Context: an optimization exercise on an open-source flow, tuned for small area. The choices shown serve that exercise and are no tape-out recipe.
Function was checked by simulation only, so behaviour that the tests miss may differ from the original.
No activity file was given, so power comes from the tool's default toggle rates.

==> config.mk <==
export PLATFORM = sky130hd
export DESIGN_NAME = phil_core
export DESIGN_NICKNAME = phil_core
export VERILOG_FILES = /design/flow/design.v
export SDC_FILE = /design/flow/constraint.sdc
export NUM_CORES = 8
export LEC_CHECK = 0
export CAP_MARGIN = 20
export CORE_MARGIN = 2
export CORE_UTILIZATION = 40
export SLEW_MARGIN = 20
==> constraint.sdc <==
create_clock -name core_clock -period 25.0 [get_ports {clk}]
set_input_delay 5.0000 -clock core_clock [delete_from_list [all_inputs] [get_ports {clk}]]
set_output_delay 5.0000 -clock core_clock [all_outputs]
set_load 0.01 [all_outputs]
==> design.v <==
module dff
#(
    parameter WIDTH = 32
)
(
    input wire clk, rst, en,
    input wire [WIDTH-1:0] in,
    output reg [WIDTH-1:0] out
);
    always @(posedge clk, negedge rst) begin
        if (!rst)
            out<=0;
        else if (en)
            out<= in;
    end
endmodule
module shift_reg
#(
    parameter len = 2*2,
    parameter WIDTH = 32
)
(
    input wire clk, rst, en,
    input wire [WIDTH-1:0] serial_in,
    output wire [len*WIDTH-1:0] out
);
wire [WIDTH-1:0] dff_in [0:len-1];
wire [WIDTH-1:0] dff_out [0:len-1];
wire [WIDTH-1:0] shift_wire [0:len];
genvar i;
generate
    for ( i = 0; i<len ; i=i+1) begin
        assign out [i*WIDTH +: WIDTH] = dff_out [i];
        assign dff_in [i] = shift_wire[i+1];
    end
endgenerate
assign shift_wire [len] = serial_in;
generate
    for ( i = 0; i<len ; i=i+1) begin
        dff #(
            .WIDTH(WIDTH)
        )mat_reg
        (
            .clk(clk), .rst(rst), .en(en),
            .in(dff_in[i]),
            .out(shift_wire[i])
        );
        assign dff_out[i] = shift_wire[i];
    end
endgenerate
endmodule
module mac
#(
    parameter X_WIDTH = 43,
    parameter X_FRAC = 32,
    parameter Y_WIDTH = 43,
    parameter Y_FRAC = 32,
    parameter OUT_WIDTH = 43,
    parameter OUT_FRAC = 32
)
(
    input wire clk, rst, en, clr,
    input wire signed [X_WIDTH-1:0] x,
    input wire signed [Y_WIDTH-1:0] y,
    output wire signed [OUT_WIDTH-1:0] out
);
wire signed [X_WIDTH+Y_WIDTH-1:0] product;
assign product = x*y;
wire signed [OUT_WIDTH-1:0] acc;
wire signed [OUT_WIDTH-1:0] feedback;
assign feedback = (clr)? product[OUT_FRAC +: OUT_WIDTH] : product[OUT_FRAC +: OUT_WIDTH]+acc;
dff#(
    .WIDTH(OUT_WIDTH)
) accumulator
(
    .clk(clk), .rst(rst), .en(en),
    .in(feedback),
    .out(acc)
);
assign out = feedback;
endmodule
module vect_adder
#(
    parameter WIDTH = 43,
    parameter FRAC = 32
)
(
    input wire [2*WIDTH-1:0] vect_a,
    input wire [2*WIDTH-1:0] vect_b,
    output wire [2*WIDTH-1:0] vect_out
);
genvar i, j;
wire signed [WIDTH-1:0] a_wires  [0:2-1];
wire signed [WIDTH-1:0] b_wires [0:2-1];
wire signed [WIDTH-1:0] out_wires [0:2-1];
generate
    for(i = 0; i<2; i=i+1) begin
        assign a_wires [i] = vect_a[i* WIDTH+:WIDTH];
        assign b_wires [i] = vect_b[i* WIDTH+:WIDTH];
        assign vect_out [i* WIDTH+:WIDTH] = out_wires [i];
    end    
endgenerate
generate
    for(i = 0; i<2; i=i+1) begin
        assign out_wires[i] = a_wires[i] + b_wires[i];
    end 
endgenerate
endmodule
module vect_mul
#(
    parameter MAT_WIDTH = 43,
    parameter MAT_FRAC = 32,
    parameter VECT_WIDTH = 43,
    parameter VECT_FRAC = 32
)
(
    input wire clk, rst, en, clr,
    input wire [2*2*MAT_WIDTH-1:0] mat,
    input wire [2*VECT_WIDTH-1:0] vect,
    input wire [7:0] N_config,
    output wire [2*VECT_WIDTH-1:0] out,
    output wire ready
);
wire signed [MAT_WIDTH-1:0] mat_multiplexed [0:2-1];
wire signed [VECT_WIDTH-1:0] vect_multiplexed;
wire signed [VECT_WIDTH-1:0] out_wires [0:2-1];
genvar i, j;
generate
    for (i = 0; i<2 ; i=i+1) begin
        assign out[i*VECT_WIDTH+:VECT_WIDTH] = out_wires[i];
    end
endgenerate
reg [7:0] count;
always @(posedge clk, negedge rst) begin
    if (!rst)
        count <= 0;
    else if(en)
        count <= (clr)? 0 :
                 (count == N_config)? count : count+1;
end
reg busy;
always @(posedge clk, negedge rst) begin
    if (!rst)
        busy <= 0;
    else if(en)
        busy <= (clr)? 1'b1 :
                (count == N_config)? 1'b0 : busy;
end
wire col_valid;
assign col_valid = (count<2) && (count<N_config) && !clr;
assign vect_multiplexed = col_valid? vect [count*VECT_WIDTH+:VECT_WIDTH]:0;
generate
    for (i = 0; i<2 ; i = i+1) begin
        assign mat_multiplexed[i] = col_valid?mat [((i*2)+count)*MAT_WIDTH +: MAT_WIDTH]:0;
        mac 
        #(
            .X_WIDTH(MAT_WIDTH),
            .X_FRAC(MAT_FRAC),
            .Y_WIDTH(VECT_WIDTH),
            .Y_FRAC(VECT_FRAC),
            .OUT_WIDTH(VECT_WIDTH),
            .OUT_FRAC(VECT_FRAC)
        )mac_vect
        (
            .clk(clk), .rst(rst), .en(en), .clr(clr),
            .x(mat_multiplexed[i]),
            .y(vect_multiplexed),
            .out(out_wires[i])
        );
    end
endgenerate
assign ready = (busy && count == N_config && !clr)? 1 : 0;
endmodule
module compute_blk
#(
    parameter PARAMETER_WIDTH = 43,
    parameter STATE_WIDTH = 43,
    parameter STATE_FRAC = 32,
    parameter PARAMETER_FRAC = 32
)
(
    input wire clk, rst, en, step, clear,
    input wire [2*2*PARAMETER_WIDTH-1:0]Ah_on,
    input wire [2*PARAMETER_WIDTH-1:0]Bh_on,
    input wire [2*2*PARAMETER_WIDTH-1:0]Ah_off,
    input wire [2*PARAMETER_WIDTH-1:0]Bh_off,
    input wire [2*2*PARAMETER_WIDTH-1:0]C,
    input wire [7:0] size,
    input wire signed [13:0] adc_ch1,
    input wire signed [13:0] adc_ch2,
    output wire [13:0] dac_ch1,
    output wire [13:0] dac_ch2,
    output wire signed [STATE_WIDTH-1:0] OUT1,
    output wire signed [STATE_WIDTH-1:0] OUT2,
    output wire comp_ready    
);
localparam signed [31:0] dac_scaling = 32'sh3333_3333;   
reg [2*STATE_WIDTH-1:0] x_reg;
wire [2*STATE_WIDTH-1:0] x_new;
wire x_new_ready;
wire res_ready;
always @(posedge clk, negedge rst) begin
    if (!rst)
        x_reg<=0;
    else if (clear)
        x_reg<=0;
    else if (en && x_new_ready)
        x_reg <= x_new; 
end
wire [2*2*PARAMETER_WIDTH-1:0] Ah;
wire [2*PARAMETER_WIDTH-1:0] Bh;
wire switch_on;
assign switch_on = (adc_ch1 > 14'h20D)? 1:0;
reg switch_reg;
reg delay_step;
always @(posedge clk, negedge rst) begin
    if (!rst) begin
        switch_reg <= 0;
    end
    else if (en && step) begin
        switch_reg <= switch_on;
    end
end
assign Ah = (switch_reg)? Ah_on : Ah_off;
assign Bh = (switch_reg)? Bh_on : Bh_off;
always @(posedge clk, negedge rst) begin
    if (!rst) begin
        delay_step <= 0;
    end
    else if (en) begin
        delay_step <= step;
    end
end
wire [2*STATE_WIDTH-1:0] Ax;
wire [2*STATE_WIDTH-1:0] Cx;
vect_mul #(
    .MAT_WIDTH(PARAMETER_WIDTH),
    .MAT_FRAC(PARAMETER_FRAC),
    .VECT_WIDTH(STATE_WIDTH),
    .VECT_FRAC(STATE_FRAC)
)ax_mul
(
    .clk(clk), .rst(rst), .en(en), .clr(delay_step),
    .mat(Ah),
    .vect(x_reg),
    .N_config(size),
    .out(Ax),
    .ready(x_new_ready)
);
vect_adder #(
    .WIDTH(STATE_WIDTH),
    .FRAC(STATE_FRAC)
)x_add
(
    .vect_a(Ax),
    .vect_b(Bh),
    .vect_out(x_new)
);
vect_mul#(
    .MAT_WIDTH(PARAMETER_WIDTH),
    .MAT_FRAC(PARAMETER_FRAC),
    .VECT_WIDTH(STATE_WIDTH),
    .VECT_FRAC(STATE_FRAC)
)cx_mul
(
    .clk(clk), .rst(rst), .en(en), .clr(delay_step),
    .mat(C),
    .vect(x_reg),
    .N_config(size),
    .out(Cx),
    .ready(res_ready)
);
wire [2*STATE_WIDTH-1:0] out_wires;
assign out_wires = Cx;
reg signed [STATE_WIDTH-1:0] out_1_reg, out_2_reg;
always @(posedge clk or negedge rst) begin
    if (!rst) begin
        out_1_reg <= 0;
        out_2_reg <= 0;
    end else if (en && res_ready) begin
        out_1_reg <= out_wires[0+:STATE_WIDTH];
        out_2_reg <= out_wires[STATE_WIDTH+:STATE_WIDTH];
    end
end
assign OUT1 = out_1_reg;
assign OUT2 = out_2_reg;
reg signed [2*STATE_WIDTH-1:0] out_1_scaled_reg, out_2_scaled_reg;
always @(posedge clk or negedge rst) begin
    if (!rst) begin
        out_1_scaled_reg <= 0;
        out_2_scaled_reg <= 0;
    end else if (en) begin
        out_1_scaled_reg <= out_1_reg * dac_scaling;
        out_2_scaled_reg <= out_2_reg * dac_scaling;
    end
end
reg signed [STATE_WIDTH-1-STATE_FRAC:0] out_1_int_reg, out_2_int_reg;
reg out_1_sign, out_2_sign;
reg [12:0] out_1_mag, out_2_mag;
always @(posedge clk or negedge rst) begin
    if (!rst) begin
        out_1_int_reg <= 0;
        out_2_int_reg <= 0;
        out_1_sign <= 0;
        out_2_sign <= 0;
        out_1_mag <= 0;
        out_2_mag <= 0;
    end else if (en) begin
        out_1_sign <= out_1_scaled_reg[2*STATE_WIDTH-1];
        out_2_sign <= out_2_scaled_reg[2*STATE_WIDTH-1];
        out_1_int_reg <= out_1_scaled_reg[STATE_WIDTH+STATE_FRAC-1 -: (STATE_WIDTH - STATE_FRAC)];
        out_2_int_reg <= out_2_scaled_reg[STATE_WIDTH+STATE_FRAC-1 -: (STATE_WIDTH - STATE_FRAC)];
        out_1_mag <= out_1_scaled_reg[2*STATE_FRAC-1 -: 13];
        out_2_mag <= out_2_scaled_reg[2*STATE_FRAC-1 -: 13];
    end
end
reg [13:0] dac_ch1_reg, dac_ch2_reg;
always @(posedge clk or negedge rst) begin
    if (!rst) begin
        dac_ch1_reg <= 14'd0;
        dac_ch2_reg <= 14'd0;
    end else if (en) begin
        if (!out_1_sign && out_1_int_reg > 0)
            dac_ch1_reg <= 14'sh1FFF;
        else if (out_1_sign && out_1_int_reg < -1)
            dac_ch1_reg <= 14'sh2000;
        else
            dac_ch1_reg <= {out_1_sign, out_1_mag};
        if (!out_2_sign && out_2_int_reg > 0)
            dac_ch2_reg <= 14'sh1FFF;
        else if (out_2_sign && out_2_int_reg < -1)
            dac_ch2_reg <= 14'sh2000;
        else
            dac_ch2_reg <= {out_2_sign, out_2_mag};
    end
end
assign dac_ch1 = dac_ch1_reg;
assign dac_ch2 = dac_ch2_reg;
reg [3:0] ready_pipeline;
always @(posedge clk or negedge rst) begin
    if (!rst)
        ready_pipeline <= 4'd0;
    else if (clear)
        ready_pipeline <= 4'd0;
    else
        ready_pipeline <= {ready_pipeline[2:0], x_new_ready && res_ready};
end
reg comp_ready_reg;
always @(posedge clk or negedge rst) begin
    if (!rst)
        comp_ready_reg <= 1'b0;
    else if (clear || (en && step))
        comp_ready_reg <= 1'b0;
    else if (ready_pipeline[3])
        comp_ready_reg <= 1'b1;
end
assign comp_ready = comp_ready_reg | ready_pipeline[3];
endmodule
module axis_interface
#(
    parameter DMA_WIDTH = 64,
    parameter PARAMETER_WIDTH = 43
)
(
    input wire clk, rst, en,
    input wire [DMA_WIDTH-1:0] s_axis_tdata,
    input wire  [7:0] s_axis_tkeep,
    input wire s_axis_tlast,
    input wire s_axis_tvalid,
    output wire s_axis_tready,
    output wire data_incoming, ready,
    output wire [2*2*PARAMETER_WIDTH-1:0]Ah_on,
    output wire [2*PARAMETER_WIDTH-1:0]Bh_on,
    output wire [2*2*PARAMETER_WIDTH-1:0]Ah_off,
    output wire [2*PARAMETER_WIDTH-1:0]Bh_off,
    output wire [2*2*PARAMETER_WIDTH-1:0]C,
    output wire [7:0] size,
    output wire [7:0] pwm
);
localparam IDLE = 0;
localparam GET_TYPE = 1;
localparam RECEIVING = 2;
localparam GET_AH_ON = 1;
localparam GET_BH_ON = 2;
localparam GET_AH_OFF = 3;
localparam GET_BH_OFF = 4;
localparam GET_C = 5;
localparam GET_SIZE = 6;
localparam DEBUG = 7;
localparam PWM = 8;
wire recv_data;
reg [64-1:0] pkt_type;
reg [2:0] state;
always @(posedge clk, negedge rst) begin
    if (!rst)
        state<= IDLE;
    else if (en)
        case (state)
            IDLE: state <= (recv_data) ? GET_TYPE : state;
            GET_TYPE: state <= (s_axis_tlast && s_axis_tvalid) ? IDLE :
                               ((!s_axis_tlast) && s_axis_tvalid) ? RECEIVING : state;
            RECEIVING: state <= (s_axis_tlast && s_axis_tvalid) ? IDLE : state;
            default: state <= IDLE;
        endcase 
end
assign data_incoming = (state == IDLE) && (s_axis_tvalid==1);
assign recv_data = data_incoming;
assign s_axis_tready = ((en==1) && (state != IDLE))? 1:0;
always @(posedge clk, negedge rst) begin
    if (!rst)
        pkt_type<=0;
    else if (en && state==GET_TYPE && s_axis_tvalid)
        pkt_type<=s_axis_tdata;
end
wire Ah_on_en, Bh_on_en, Ah_off_en, Bh_off_en, C_en, size_en, pwm_en;
assign Ah_on_en = ((en==1) && (state==RECEIVING) && s_axis_tvalid && (pkt_type ==  GET_AH_ON)) ? 1 : 0;
assign Bh_on_en = ((en==1) && (state==RECEIVING) && s_axis_tvalid && (pkt_type ==  GET_BH_ON)) ? 1 : 0;
assign Ah_off_en = ((en==1) && (state==RECEIVING) && s_axis_tvalid && (pkt_type ==  GET_AH_OFF)) ? 1 : 0;
assign Bh_off_en = ((en==1) && (state==RECEIVING) && s_axis_tvalid && (pkt_type ==  GET_BH_OFF)) ? 1 : 0;
assign C_en = ((en==1) && (state==RECEIVING) && s_axis_tvalid && (pkt_type ==  GET_C)) ? 1 : 0;
assign size_en = ((en==1) && (state==RECEIVING) && s_axis_tvalid && (pkt_type ==  GET_SIZE)) ? 1 : 0;
assign pwm_en = ((en==1) && (state==RECEIVING) && s_axis_tvalid && (pkt_type ==  PWM)) ? 1 : 0;
wire [PARAMETER_WIDTH-1:0] tdata_truncated;
assign tdata_truncated = s_axis_tdata[PARAMETER_WIDTH-1:0];
shift_reg
#(
    .len(2*2),
    .WIDTH(PARAMETER_WIDTH)
) reg_Ah_on
(
    .clk(clk), .rst(rst), .en(Ah_on_en),
    .serial_in(tdata_truncated),
    .out(Ah_on)
);
shift_reg 
#(
    .len(2),
    .WIDTH(PARAMETER_WIDTH)
)reg_Bh_on
(
    .clk(clk), .rst(rst), .en(Bh_on_en),
    .serial_in(tdata_truncated),
    .out(Bh_on)
);
shift_reg
#(
    .len(2*2),
    .WIDTH(PARAMETER_WIDTH)
) reg_Ah_off
(
    .clk(clk), .rst(rst), .en(Ah_off_en),
    .serial_in(tdata_truncated),
    .out(Ah_off)
);
shift_reg 
#(
    .len(2),
    .WIDTH(PARAMETER_WIDTH)
)reg_Bh_off
(
    .clk(clk), .rst(rst), .en(Bh_off_en),
    .serial_in(tdata_truncated),
    .out(Bh_off)
);
shift_reg
#(
    .len(2*2),
    .WIDTH(PARAMETER_WIDTH)
)reg_C
(
    .clk(clk), .rst(rst), .en(C_en),
    .serial_in(tdata_truncated),
    .out(C)
);
wire [DMA_WIDTH-1:0] size_64;
shift_reg 
#(
    .len(1),
    .WIDTH(DMA_WIDTH)
)reg_size
(
    .clk(clk), .rst(rst), .en(size_en),
    .serial_in(s_axis_tdata),
    .out(size_64)
);
assign size = size_64 [7:0];
wire [DMA_WIDTH-1:0] pwm_64;
shift_reg 
#(
    .len(1),
    .WIDTH(DMA_WIDTH)
)reg_pwm
(
    .clk(clk), .rst(rst), .en(pwm_en),
    .serial_in(s_axis_tdata),
    .out(pwm_64)
);
assign pwm = pwm_64 [7:0];
assign ready = (state ==  IDLE)? 1:0;
endmodule       
module phil_core
(
    input wire clk,
    input wire rst_n,
    input wire [64-1:0] s_axis_tdata,
    input wire s_axis_tlast,
    input wire s_axis_tvalid,
    output wire s_axis_tready,
    input wire step,
    input wire [13:0] adc_ch1,
    output wire [13:0] dac_ch1,
    output wire [13:0] dac_ch2,
    output wire [43-1:0] out1,
    output wire [43-1:0] out2,
    output wire comp_ready
);
wire data_incoming, load_done;
wire [2*2*43-1:0]Ah_on;
wire [2*43-1:0]Bh_on;
wire [2*2*43-1:0]Ah_off;
wire [2*43-1:0]Bh_off;
wire [2*2*43-1:0]C;
wire [7:0] size;
wire [7:0] pwm;
axis_interface axis_interface
(
    .clk(clk), .rst(rst_n), .en(1'b1),
    .data_incoming(data_incoming),
    .ready(load_done),
    .Ah_on(Ah_on),
    .Bh_on(Bh_on),
    .Ah_off(Ah_off),
    .Bh_off(Bh_off),
    .C(C),
    .size(size),
    .pwm(pwm),
    .s_axis_tdata(s_axis_tdata),
    .s_axis_tkeep(8'hFF),
    .s_axis_tlast(s_axis_tlast),
    .s_axis_tvalid(s_axis_tvalid),
    .s_axis_tready(s_axis_tready)
);
wire signed [43-1:0] cx0, cx1;
compute_blk compute_blk
(
    .clk(clk), .rst(rst_n), .en(1'b1), .step(step), .clear(data_incoming),
    .Ah_on(Ah_on),
    .Bh_on(Bh_on),
    .Ah_off(Ah_off),
    .Bh_off(Bh_off),
    .C(C),
    .size(size),
    .adc_ch1(adc_ch1),
    .adc_ch2(14'd0),
    .dac_ch1(dac_ch1),
    .dac_ch2(dac_ch2),
    .OUT1(cx0),
    .OUT2(cx1),
    .comp_ready(comp_ready)
);
assign out1 = cx0;
assign out2 = cx1;
endmodule
==> run.sh <==
#!/bin/bash
# synth_recipe.tcl (not shown) runs the flow's synth.tcl, then flattens the netlist and writes it again
# the make line also repeats each setting of config.mk as NAME=value (left out here)
make -C /OpenROAD-flow-scripts/flow DESIGN_CONFIG=/design/flow/config.mk WORK_HOME=/design/flow/orfs CLKGATE_MAP_FILE= SYNTH_SCRIPT=/design/flow/synth_recipe.tcl finish
==> run notes <==
- Post-synth top area cell: fa_1
- Met3 Use GR: a little over a tenth
- Max-capacitance violation count: 0
- Clk sink count: 1251
- Mapped Cells: about 35000
- Layout area overhead: 7.05%
- CTS resizes: 0
- Post-place instance area: ~350000 sq um
- Fmax: around 50 MHz
- Final Instance Area: 357000 sq um
- Hold WS: 339 ps
- Share of cells above drive strength 1: 7.80%
- HPWL after DPL: between 1000 and 1500 mm
- Slew Viols, Final: 0
- Initial antenna violation count: 137
- Input/output buffers: roughly 200
- Die ar.: 842000 sq um
- Largest regs: axis_interface.reg_Ah_off.genblk2.mat_reg.out (172), axis_interface.reg_Ah_on.genblk2.mat_reg.out (172), axis_interface.reg_C.genblk2.mat_reg.out (172)
- Final cycle utilization of the critical path: approximately four fifths
- RSZ-0062 raised after global routing: no
- WL final: between 1000 and 1500 mm
- Worst Path Arrival: roughly 21000 ps
- Fin crit period: roughly 20000 ps
- Crit path top cell by count: fa_1
- Status: finished clean
- Top_reg_cell synth: dfrtp_1
- Placed cells: roughly 46000
- Register share of total power: approximately 40%
- Largest stage delay, worst path: roughly 900 ps
- Synth Register Bits: roughly 1300
- Crit path capture type: flop
- Via density: 5.53
- Clk root buf: clkbuf_16
- Power Density: approximately 15 nW/um^2
- GR peak layer: met2
- Reg clk slew, reported paths: 60 ps
- Cts bufs inserted: between 150 and 200
- Die Wd: 917 microns
- Setup crit start kind: flop
- Hold path start: compute_blk.out_2_scaled_reg[52]$_DFF_PN0_
- Worst Tran Pin Value: roughly 1400 ps
- LEAKAGE: ~180 nW
- Area share of the largest cell type after synthesis: 50.6%
- Syn Std Cell Area: about 330000 sq um
- Sequential area share after synthesis: approximately a tenth
- GP Congestion: 1.03
- Critical Path RT: between 20000 and 30000 ps
- Initial DRC Count: 26900
- EDFF count, synth: 0
- Largest net degree at the start of global routing: ~180
- Reg2reg start: compute_blk.ax_mul.count[7]$_DFFE_PN0P_
- # DRC: 0
- # nets final: approximately 45000
- Hold WC Path Type: reg2reg
- Postcts setup bufs: 0
- Post-layout util: 43.0%
- Beginning of the critical path: compute_blk.ax_mul.count[7]$_DFFE_PN0P_
- # H-tree levels: 4
- IO Count: ~200
- Most common cell in the netlist: inv_1
- Drt pass-1 iters: 9
- Row count: ~340
- Clock Latency Late Sink: roughly 960 ps
- Post-Syn Nets: about 46000
- Pint: 3.68 mW
- Sw Pwr: between 1.5 and 2 mW
- Final Hold Viols: 0
- CTS max path bufs: 4
- Max-slew headroom: 8.42%
- Via count: between 200k and 300k
- Gr ovfl total: 0
- Sw frac: a little under a third
- Synth cell types: between 100 and 150
- Initial Util: 40.1%
- Post-synthesis async set-or-reset flop share: 100%
- Core Region: about 830000 sq um
- Kind of critical path: reg2reg
- Wirelength per Cell: between 20 and 30 microns
- GRT met2 Usage: 46.7%
- Die Span Y: ~920 microns
- Clock share of power: between 40% and 50%
- Final setup viols: 0
- Crit-path slowest cell: a2111oi_1
- Gate power share: a little over an eighth
- Fin Setup TNS: 0 ps
- Worst VDD drop: 0.0517 mV
- Cts hold-fix bufs: 0
- Mean Syn Cell Area: between 9 and 10 sq um
- CTS tree: yes
- Gr usage total: between 30% and 40%
- Top cells by count, synth: 8844 x inv_1, 8442 x fa_1, 5302 x nand2_1
- First-pass GRT wire length: between 1500 and 2000 mm
- Global Route met1 Usage: between 40% and 50%
- Final ANT Viol Nets: 0
- Synth Warn #: 9
- Synth area leaders: fa_1 51%, inv_1 9.9%, dfrtp_1 9.4%
- Number of global-route vias before repair: 270000
- Clock Skew: slightly above 80 ps
- Critical-path maximum fanout: 60
- Post-Layout Cell Count: about 46000
final timing paths:
path / endpoint / slack (ps) / depth (start not counted)
worst max-delay path: compute_blk.x_reg[38]$_DFFE_PN0P_ / 5020 / 63
worst max register to register: compute_blk.x_reg[38]$_DFFE_PN0P_ / 5020 / 63
min in group asynchronous: compute_blk.out_2_reg[40]$_DFFE_PN0P_ / 3930 / 1
max in group asynchronous: async pin / 16290 / 6
worst min register to register: compute_blk.out_2_mag[1]$_DFF_PN0_ / 340 / 0
worst min-delay path: compute_blk.out_2_mag[1]$_DFF_PN0_ / 340 / 0
kinds of logic after synthesis:
kind of cell             count (synthesis)  share of synthesized area, %
adder cells (fa/ha/maj)              10400                          58.1
buffers and inverters                10400                          11.7
AND/OR/NAND/NOR                       9256                          11.0
AO/OA/AOI/OAI                         1840                          3.50
multiplexers                          1344                          4.62
flip-flops                            1251                          9.38
XOR/XNOR                               647                          1.71
per-stage QoR:
stage                     total power [mW]  worst slack [ps]
final                                 5.35              5020
after global routing                  5.47              4510
after CTS                             5.36              5300
after detailed placement              2.85              5430
after global placement                2.84              5380
after floorplan                       2.43              8510
power groups by stage:
stage / combinational (mW) / sequential [mW] / clock [mW]
final: 0.723 / 2.13 / 2.50
after global routing: 0.717 / 2.14 / 2.61
after CTS: 0.686 / 2.13 / 2.54
after detailed placement: 0.685 / 2.17 / 0
after global placement: 0.677 / 2.16 / 0
after floorplan: 0.286 / 2.14 / 0
critical path: cells and delay by family, from the launching register on:
family	cells	cell delay, ps
buffers and inverters	9	2200
adders and majority gates	13	5870
AOI/OAI and AO/OA	22	5920
DFF	1	430
and+or+nand+nor	16	4210
xor gates and xnor gates	3	930
cells in the final DEF, fill, tap and decap left out, types with 32 or more instances in the layout:
cell | synthesis | layout
a21o_1 | 277 | 277
nor2_2 | 0 | 80
nor3_1 | 181 | 119
o21bai_1 | 43 | 43
nor4_1 | 33 | 32
nor2b_1 | 88 | 88
a211oi_1 | 44 | 44
a21oi_1 | 423 | 423
mux2i_1 | 159 | 128
nand4_1 | 69 | 69
ha_1 | 1975 | 1973
o21ai_0 | 526 | 517
dfrtp_1 | 1251 | 1241
o21a_1 | 156 | 147
mux2_2 | 1140 | 1139
nor2_1 | 3051 | 2926
xnor2_1 | 440 | 438
nand3_1 | 131 | 125
xor2_1 | 205 | 204
clkbuf_16 | 0 | 157
nor2_4 | 0 | 45
fa_1 | 8442 | 8441
diode_2 | 0 | 111
mux4_2 | 43 | 43
and2_1 | 102 | 70
o31ai_1 | 39 | 36
nor3_2 | 4 | 61
and2_2 | 0 | 35
nand2_1 | 5302 | 5268
o21ai_2 | 2 | 32
buf_4 | 12 | 806
and3_1 | 51 | 51
inv_1 | 8844 | 8842
nand2b_1 | 125 | 124
clkdlybuf4s50_1 | 0 | 182
a31oi_1 | 57 | 55
routing by layer:
| metal | up-vias | wire length, microns |
|---|---|---|
| met2 | 15400 | 566000 |
| met3 | 3519 | 175000 |
| met1 | 134000 | 521000 |
| met5 | - | 754 |
| met4 | 76 | 88700 |
| li1 | 102000 | - |
cell type report:
cell class                      count  area (sq um)
Fill cell                       81200        474000
Multi-Input combinational cell  23500        265000
Inverter                         8845         33200
Sequential cell                  1251         31300
Tap cell                        11100         13900
Timing Repair Buffer             1016          8200
Clock buffer                      208          4420
Clock inverter                     77          1060
Antenna cell                      111           278

==> static timing again, ports no longer ideal <==
Ports are ideal in the flow. The routed layout listed here was re-timed in OpenROAD.
Step 1 sets driving cells, clkbuf_16 on the clock port and buf_2 on the other inputs (assumed; they add their load-dependent delay and slew).
Step 2 also shifts input and output timing later by t, the mid clock arrival at the registers, as if the neighbouring blocks saw the same clock.
Three values: no drivers, after step 1, after step 2; two values: the first two.
shift t [ns]: 1.073
setup slack, ns: 5.016 / 5.016 / 5.016
hold WS [ns]: 0.339 / 0.339 / 0.339
After both steps setup and hold are still met in this run. For this run, drivers alone change the setup slack by 0.000 ns; drivers and shift together by 0.000 ns.
